This is an optimization exercise on Yosys and OpenROAD, whose aim is small area, not a production implementation. The RTL was checked by simulation tests, not by an equivalence proof against the original design. No driver is modelled on the clock port, so clock power and skew are understated where the tree is cut down; a real chip needs a root buffer or a tree. No activity file was given, so power comes from the tool's default toggle rates.

run A:
Design framer, start of the top module:
module framer
    #(parameter PREAMBLE_BITS = 64,
    parameter HEADER_BITS   = 960,
    parameter PAYLOAD_BITS  = 8416,
    parameter CRC_BITS      = 32,
    parameter PL_RATE = 2,
    parameter DATA_WIDTH = 8)
(
    input  wire                      clk,
    input  wire                      rst_n,
    input  wire                      start_frame,
    input  wire [1:0]                frame_type,
    input  wire [15:0]               txfn,
    input  wire                      payload_valid,
    input  wire [DATA_WIDTH-1:0]     payload_data,
    input  wire [15:0]               payload_len,
    output reg                       busy,
    output reg                       frame_done,
    output wire                      frame_valid,
    output reg  [DATA_WIDTH-1:0]     frame_data
);
For scale: about 4200 µm² of cells after synthesis.
==> flow/config.mk <==
export PLATFORM = sky130hd
export DESIGN_NAME = framer
export DESIGN_NICKNAME = framer
export VERILOG_FILES = /design/flow/design.v
export SDC_FILE = /design/flow/constraint.sdc
export NUM_CORES = 4
export LEC_CHECK = 0
export CAP_MARGIN = 0
export CORE_MARGIN = 2
export CORE_UTILIZATION = 40
export GPL_TIMING_DRIVEN = 0
export SLEW_MARGIN = 0
==> flow/constraint.sdc <==
create_clock -name core_clock -period 4.0 [get_ports {clk}]
set_input_delay 0.8000 -clock core_clock [delete_from_list [all_inputs] [get_ports {clk}]]
set_output_delay 0.8000 -clock core_clock [all_outputs]
set_load 0.01 [all_outputs]
standard.sh (not shown) runs the stock make flow with config.mk's settings and CLKGATE_MAP_FILE= SYNTH_SCRIPT=/design/flow/synth_recipe.tcl, a recipe that flattens the netlist after the stock synthesis.
==> flow/flow/run.sh <==
#!/bin/bash
# Standard ORFS layout, with three changes:
#  - after the standard synthesis, the combinational logic is re-mapped for
#    area by ABC (flip-flops untouched: same instances, names and cells);
#  - port buffers use buf_1;
#  - the clock tree uses clkbuf_8 and no dummy loads.
set -euo pipefail
W=$(pwd)
R=$W/orfs/results/$FLOW_PLATFORM/framer/base
LIB=$FLOW_HOME/platforms/sky130hd/lib/sky130_fd_sc_hd__tt_025C_1v80.lib
YOSYS=$FLOW_HOME/../tools/install/yosys/bin/yosys
export BUFFER_PORTS_ARGS="-buffer_cell sky130_fd_sc_hd__buf_1"
export CTS_ARGS="-sink_clustering_enable -sink_clustering_size 30 -sink_clustering_max_diameter 200 -repair_clock_nets -dont_use_dummy_load -buf_list sky130_fd_sc_hd__clkbuf_8"

bash standard.sh synth > synth.log 2>&1
cp $R/1_2_yosys.v $W/std_netlist.v
sed -e "s#@LIB@#$LIB#g" -e "s#@IN@#$W/std_netlist.v#" -e "s#@TOP@#$FLOW_TOP#" \
    -e "s#@ABC@#$W/flow/area.abc#" -e "s#@OUT@#$W/resynth_netlist.v#" \
    flow/resynth.ys > resynth_run.ys
$YOSYS -l resynth.log -q resynth_run.ys > /dev/null 2>&1
cp $W/resynth_netlist.v $R/1_2_yosys.v
touch $R/1_2_yosys.v
bash standard.sh > layout.log 2>&1
==> flow/flow/area.abc <==
strash
dch -f
map -a
mfs2
strash
dch -f
amap
topo
==> flow/flow/resynth.ys <==
# Re-map the combinational logic of the standard synthesis netlist for area.
# Flip-flops (and tie cells) stay as they are: same instances, names and cells.
read_liberty -ignore_miss_func @LIB@
blackbox sky130_fd_sc_hd__df* sky130_fd_sc_hd__edf* sky130_fd_sc_hd__sdf* sky130_fd_sc_hd__sedf* sky130_fd_sc_hd__dl* sky130_fd_sc_hd__conb_1
read_verilog @IN@
hierarchy -top @TOP@
flatten
opt -purge
read_liberty -lib -overwrite @LIB@
abc -liberty @LIB@ -script @ABC@ -dont_use sky130_fd_sc_hd__lpflow_* -dont_use sky130_fd_sc_hd__probe*
opt_clean -purge
hilomap -singleton -hicell sky130_fd_sc_hd__conb_1 HI -locell sky130_fd_sc_hd__conb_1 LO
insbuf -buf sky130_fd_sc_hd__buf_1 A X
splitnets
opt_clean -purge
stat -liberty @LIB@
check -assert -mapped
write_verilog -noattr -nohex -nodec @OUT@
Run A ended with every stage complete and zero timing, DRC or antenna violations.
[inputs] run B vs run A
diff --git a/flow/flow/run.sh b/flow/flow/run.sh
--- a/flow/flow/run.sh
+++ b/flow/flow/run.sh
@@ -11,5 +11,5 @@
 YOSYS=$FLOW_HOME/../tools/install/yosys/bin/yosys
 export BUFFER_PORTS_ARGS="-buffer_cell sky130_fd_sc_hd__buf_1"
-export CTS_ARGS="-sink_clustering_enable -sink_clustering_size 30 -sink_clustering_max_diameter 200 -repair_clock_nets -dont_use_dummy_load -buf_list sky130_fd_sc_hd__clkbuf_8"
+export CTS_ARGS="-sink_clustering_enable -sink_clustering_size 100 -sink_clustering_max_diameter 500 -sink_buffer_max_cap_derate 1.0 -repair_clock_nets -dont_use_dummy_load -buf_list sky130_fd_sc_hd__clkbuf_8"
 
 bash standard.sh synth > synth.log 2>&1
==> flow/flow/area.abc <==
strash
&get -n
&deepsyn -T 200
&put
dch -f
amap
topo
## What came out
Measured against each other, run B and run A differ in proportion of cell area occupied by registers, the lower figure coming from run A. Critical path class: input port to flip-flop -> run B, flip-flop to flip-flop -> run A. In the reports for run B and run A, the larger synthesis-to-layout area growth belongs to run B. Final non-filler cell area delta for run B relative to run A: 1.6% lower. Between run B and run A, the combinational share of power is higher for run B. Compare run B and run A | final non-filler cell total higher: run A. | max-slew headroom at the worst pin | higher: run A |.
Modified inputs, run C compared to run B
- a deleted GPL_TIMING_DRIVEN that had been 0
- a change of SLEW_MARGIN from 0 to 20
- a change of CAP_MARGIN from 0 to 20
diff --git a/flow/flow/run.sh b/flow/flow/run.sh
--- a/flow/flow/run.sh
+++ b/flow/flow/run.sh
@@ -11,5 +11,5 @@
 YOSYS=$FLOW_HOME/../tools/install/yosys/bin/yosys
 export BUFFER_PORTS_ARGS="-buffer_cell sky130_fd_sc_hd__buf_1"
-export CTS_ARGS="-sink_clustering_enable -sink_clustering_size 100 -sink_clustering_max_diameter 500 -sink_buffer_max_cap_derate 1.0 -repair_clock_nets -dont_use_dummy_load -buf_list sky130_fd_sc_hd__clkbuf_8"
+export CTS_ARGS="-sink_clustering_enable -repair_clock_nets -dont_use_dummy_load -buf_list sky130_fd_sc_hd__clkbuf_8"
 
 bash standard.sh synth > synth.log 2>&1
==> flow/flow/area.abc <==
strash
dch -f
map -a
mfs2
strash
dch -f
amap
topo
[summary]
- Diff run C..run B | count of buffers inserted at the top-level ports | unchanged
- Run B → run C: power after layout held; setup skew after layout saw an increase; register clock-pin slew on the reported worst setup and hold paths held steady; maximum ir drop on the vdd rail moved down; highest clock rate increased 7.0%.
- Compared with run B, run C has extra setup slack.
- Run C packs its core more loosely than run B.
- NOTE: aggregate global-route resource usage in run C exceeds that of run B
- Run C reports its kind of path behind the tightest hold check as input port to asynchronous set/reset pin while run B reports flip-flop to flip-flop.
The inputs of run D differ from those of run C as listed below.
- SLEW_MARGIN changed from 20 to 0
- CAP_MARGIN changed from 20 to 0
- GPL_TIMING_DRIVEN newly set to 0
diff --git a/flow/flow/run.sh b/flow/flow/run.sh
--- a/flow/flow/run.sh
+++ b/flow/flow/run.sh
@@ -11,5 +11,5 @@
 YOSYS=$FLOW_HOME/../tools/install/yosys/bin/yosys
 export BUFFER_PORTS_ARGS="-buffer_cell sky130_fd_sc_hd__buf_1"
-export CTS_ARGS="-sink_clustering_enable -repair_clock_nets -dont_use_dummy_load -buf_list sky130_fd_sc_hd__clkbuf_8"
+export CTS_ARGS="-sink_clustering_enable -sink_clustering_size 100 -sink_clustering_max_diameter 500 -sink_buffer_max_cap_derate 1.0 -repair_clock_nets -dont_use_dummy_load -buf_list sky130_fd_sc_hd__clkbuf_16"
 
 bash standard.sh synth > synth.log 2>&1
==> flow/flow/area.abc <==
strash
&get -n
&deepsyn -T 200
&put
dch -f
amap
topo
### Flow results
Between run C and run D, the worst setup timing slack at the placement stage is lower for run D. Critical path depth: run D vs run C down 2. The sequential power on run C is in line with that on run D. | final weighted congestion in routability-driven placement | run D vs run C | 0.034 lower |.


framer, a different RTL version from the one above (not shown whole).
Size: ~470 cells after synthesis, about 57 I/O pins, ~3900 um2 of cells after synthesis.
## framer
module framer
    #(parameter PREAMBLE_BITS = 64,
    parameter HEADER_BITS   = 960,
    parameter PAYLOAD_BITS  = 8416,
    parameter CRC_BITS      = 32,
    parameter PL_RATE = 2,
    parameter DATA_WIDTH = 8)
(
    input  wire                      clk,
    input  wire                      rst_n,
    input  wire                      start_frame,
    input  wire [1:0]                frame_type,
    input  wire [15:0]               txfn,
    input  wire                      payload_valid,
    input  wire [DATA_WIDTH-1:0]     payload_data,
    input  wire [15:0]               payload_len,
    output reg                       busy,
    output reg                       frame_done,
    output wire                      frame_valid,
    output reg  [DATA_WIDTH-1:0]     frame_data
);
clock: 4.0 ns
lec_check: 0
cap_margin: 0
core_margin: 2
core_utilization: 40
gpl_timing_driven: 0
slew_margin: 0
==> flow/flow/run.sh <==
#!/bin/bash
# Standard ORFS layout, with three changes:
#  - after the standard synthesis, the combinational logic is re-mapped for
#    area by ABC (flip-flops untouched: same instances, names and cells):
#    four ABC runs with different seeds, each checked against the standard
#    netlist with a Yosys equivalence proof; the smallest proven one is used
#    (the standard netlist if none is proven);
#  - port buffers use buf_1;
#  - the clock tree is four clkbuf_16 fed by the clock port, each driving
#    the flip-flops nearest to it (flow/flat_cts.tcl).
set -euo pipefail
W=$(pwd)
R=$W/orfs/results/$FLOW_PLATFORM/framer/base
LIB=$FLOW_HOME/platforms/sky130hd/lib/sky130_fd_sc_hd__tt_025C_1v80.lib
YOSYS=$FLOW_HOME/../tools/install/yosys/bin/yosys
export BUFFER_PORTS_ARGS="-buffer_cell sky130_fd_sc_hd__buf_1"
export PRE_CTS_TCL=$W/flow/flat_cts.tcl

bash standard.sh synth > synth.log 2>&1
cp $R/1_2_yosys.v $W/std_netlist.v

resynth() {
  local s=$1
  sed -e "s#@LIB@#$LIB#g" -e "s#@IN@#$W/std_netlist.v#" -e "s#@TOP@#$FLOW_TOP#" \
      -e "s#@ABC@#$W/flow/area$s.abc#" -e "s#@OUT@#$W/resynth_$s.v#" \
      flow/resynth.ys > resynth_$s.ys
  $YOSYS -l resynth_$s.log -q resynth_$s.ys > /dev/null 2>&1 || return 0
  python3 flow/ffname.py $W/std_netlist.v $W/eq_gold_$s.v
  python3 flow/ffname.py $W/resynth_$s.v $W/eq_gate_$s.v
  sed -e "s#@LIB@#$LIB#g" -e "s#@GOLD@#$W/eq_gold_$s.v#" -e "s#@GATE@#$W/eq_gate_$s.v#" \
      -e "s#@TOP@#$FLOW_TOP#g" flow/equiv.ys > equiv_$s.ys
  if $YOSYS -l equiv_$s.log -q equiv_$s.ys > /dev/null 2>&1; then
    grep "Chip area" resynth_$s.log | awk '{print $NF}' > area_$s.txt
  fi
}
for s in 1 2 3 4; do resynth $s & done
wait

best=""; best_area=""
for s in 1 2 3 4; do
  [[ -s area_$s.txt ]] || continue
  a=$(cat area_$s.txt)
  if [[ -z "$best" ]] || awk -v a="$a" -v b="$best_area" 'BEGIN{exit !(a<b)}'; then
    best=$s; best_area=$a
  fi
done
echo "chosen resynthesis: ${best:-none (standard netlist)} ${best_area}" > resynth_choice.txt
if [[ -n "$best" ]]; then
  cp $W/resynth_$best.v $R/1_2_yosys.v
  touch $R/1_2_yosys.v
fi
bash standard.sh > layout.log 2>&1
==> flow/flow/flat_cts.tcl <==
# Flat clock buffering: K buffers of type BUF, each driving the flip-flops
# nearest to it (k-means on the flip-flop locations), all fed by the clock port.
proc flat_clock_buffers {K bufname} {
  set block [ord::get_db_block]
  set db [ord::get_db]
  set master [$db findMaster $bufname]
  set clknet [$block findNet clk]
  set sinks {}
  foreach it [$clknet getITerms] {
    set inst [$it getInst]
    set bb [$inst getBBox]
    lappend sinks [list $it [expr {([$bb xMin]+[$bb xMax])/2}] [expr {([$bb yMin]+[$bb yMax])/2}]]
  }
  # k-means, seeded along x
  set sorted [lsort -integer -index 1 $sinks]
  set n [llength $sorted]
  set cent {}
  for {set k 0} {$k < $K} {incr k} {
    set s [lindex $sorted [expr {int(($k + 0.5) * $n / $K)}]]
    lappend cent [list [lindex $s 1] [lindex $s 2]]
  }
  for {set iter 0} {$iter < 30} {incr iter} {
    set assign {}
    foreach s $sinks {
      set best 0; set bd 1e18
      for {set k 0} {$k < $K} {incr k} {
        set c [lindex $cent $k]
        set d [expr {abs([lindex $s 1]-[lindex $c 0]) + abs([lindex $s 2]-[lindex $c 1])}]
        if {$d < $bd} {set bd $d; set best $k}
      }
      lappend assign $best
    }
    set newc {}
    for {set k 0} {$k < $K} {incr k} {
      set sx 0; set sy 0; set m 0
      foreach s $sinks a $assign {
        if {$a == $k} {set sx [expr {$sx+[lindex $s 1]}]; set sy [expr {$sy+[lindex $s 2]}]; incr m}
      }
      if {$m > 0} {lappend newc [list [expr {$sx/$m}] [expr {$sy/$m}]]} else {lappend newc [lindex $cent $k]}
    }
    set cent $newc
  }
  for {set k 0} {$k < $K} {incr k} {
    set inst [odb::dbInst_create $block $master "clkbuf_flat_$k"]
    set net [odb::dbNet_create $block "clknet_flat_$k"]
    $net setSigType CLOCK
    [$inst findITerm A] connect $clknet
    [$inst findITerm X] connect $net
    set c [lindex $cent $k]
    $inst setLocation [expr {int([lindex $c 0])}] [expr {int([lindex $c 1])}]
    $inst setPlacementStatus PLACED
    foreach s $sinks a $assign {
      if {$a == $k} {
        set it [lindex $s 0]
        $it disconnect
        $it connect $net
      }
    }
  }
  $clknet setSigType CLOCK
}

# Sourced before the CTS step: build the clock tree as four clkbuf_16,
# each driving the flip-flops nearest to it, in place of TritonCTS's H-tree.
rename clock_tree_synthesis __tritoncts_clock_tree_synthesis
proc clock_tree_synthesis {args} {
  flat_clock_buffers 4 sky130_fd_sc_hd__clkbuf_16
  set_propagated_clock [all_clocks]
}
Scripts as last shown in full above: flow/flow/resynth.ys
Other scripts of this flow, unchanged in this note and not shown: flow/flow/area1.abc, flow/flow/area2.abc, flow/flow/area3.abc, flow/flow/area4.abc, flow/flow/equiv.ys, flow/flow/ffname.py
Rerun with:
--- a/flow/flow/run.sh
+++ b/flow/flow/run.sh
@@ -9 +9 @@
-#  - the clock tree is four clkbuf_16 fed by the clock port, each driving
+#  - the clock tree is three clkbuf_16 fed by the clock port, each driving
--- a/flow/flow/flat_cts.tcl
+++ b/flow/flow/flat_cts.tcl
@@ -63 +63 @@
-# Sourced before the CTS step: build the clock tree as four clkbuf_16,
+# Sourced before the CTS step: build the clock tree as three clkbuf_16,
@@ -67 +67 @@
-  flat_clock_buffers 4 sky130_fd_sc_hd__clkbuf_16
+  flat_clock_buffers 3 sky130_fd_sc_hd__clkbuf_16
Routed wire length decreases by 3.5%.
Die area stays flat.
Combinational power drops by about 18%.
Cell count rose by about 0.6%.
Clock power drops by 9.3%.
Utilization decreases by 0.21 points.
Cell area fell by 0.45%.
Total power goes down by 9.4%.
Synthesized area is about the same.
Rerun with:
Settings changed: CORE_UTILIZATION 40 to 60.
Result: The new run passed the timing, design-rule and antenna checks. Via count increases by about 5%. Critical path depth is higher by 5. Global-route usage went up by 11 points.
Rerun with:
--- a/flow/flow/run.sh
+++ b/flow/flow/run.sh
@@ -5 +5 @@
-#    four ABC runs with different seeds, each checked against the standard
+#    eight ABC runs with different seeds (four at a time), each checked against the standard
@@ -9 +9 @@
-#  - the clock tree is three clkbuf_16 fed by the clock port, each driving
+#  - the clock tree is three buf_12 fed by the clock port, each driving
@@ -37,0 +38,2 @@
+for s in 5 6 7 8; do resynth $s & done
+wait
@@ -40 +42 @@
-for s in 1 2 3 4; do
+for s in 1 2 3 4 5 6 7 8; do
==> flow/flow/area5.abc (new file) <==
strash
&get -n
&deepsyn -T 200 -S 5
&put
dch -f
amap
topo
==> flow/flow/area6.abc (new file) <==
strash
&get -n
&deepsyn -T 200 -S 6
&put
dch -f
amap
topo
==> flow/flow/area7.abc (new file) <==
strash
&get -n
&deepsyn -T 200 -S 7
&put
dch -f
amap
topo
==> flow/flow/area8.abc (new file) <==
strash
&get -n
&deepsyn -T 200 -S 8
&put
dch -f
amap
topo
--- a/flow/flow/flat_cts.tcl
+++ b/flow/flow/flat_cts.tcl
@@ -63 +63 @@
-# Sourced before the CTS step: build the clock tree as three clkbuf_16,
+# Sourced before the CTS step: build the clock tree as three buf_12,
@@ -67 +67 @@
-  flat_clock_buffers 3 sky130_fd_sc_hd__clkbuf_16
+  flat_clock_buffers 3 sky130_fd_sc_hd__buf_12
Settings changed: CORE_UTILIZATION 60 to 40.
Result: Routed wire length goes down by a few percent. Design area barely changes. Area after synthesis is about the same. Worst hold slack gains 0.0065 ns. Setup slack loses 0.0056 ns. Power falls by roughly a tenth. Utilization decreases by 24 points. Global-route usage came out lower by 10 points. Critical path depth falls by 7. Final cell count went up by a little under a tenth. Clock power drops by a little under a tenth.
In every run of this note, the design's own scripts or RTL, not TritonCTS, make the clock network.

[what the ideal ports hide]
How much do the figures lean on ideal ports? The routed layouts below were timed once more, with nothing changed but the port constraints. Step 1 assumes that a clkbuf_16 drives the clock port and a buf_2 every other input. Step 2, shift: input delay + t, output delay - t, t = (earliest + latest rising clock arrival at the registers) / 2. This alone moves slack from input paths to output paths. Three values: ideal, step 1, step 2; two values: the first two.
run	shift t [ns]	setup slack, ns	worst data-port slew with drivers (ns)	cell pins on the clock port's net
run A	0.381	0.214 / 0.214 / 0.214	0.03	1
run B	0.378	0.236 / 0.247 / -0.131	0.04	1
run C	0.391	0.481 / 0.481 / 0.481	0.04	1
run D	0.368	0.202 / 0.219 / -0.150	0.04	1
the first run of note 2	0.231	0.313 / 0.370 / 0.139	0.03	4
the second run of note 2	0.235	0.221 / 0.262 / 0.027	0.04	3
the third run of note 2	0.232	0.325 / 0.325 / 0.171	0.04	3
the fourth run of note 2	0.208	0.320 / 0.320 / 0.291	0.03	3
Met with ideal ports but missed after step 2: setup timing in run B and run D. For run B, which loses most, drivers alone change the setup slack by +0.011 ns; drivers and shift together by -0.367 ns.
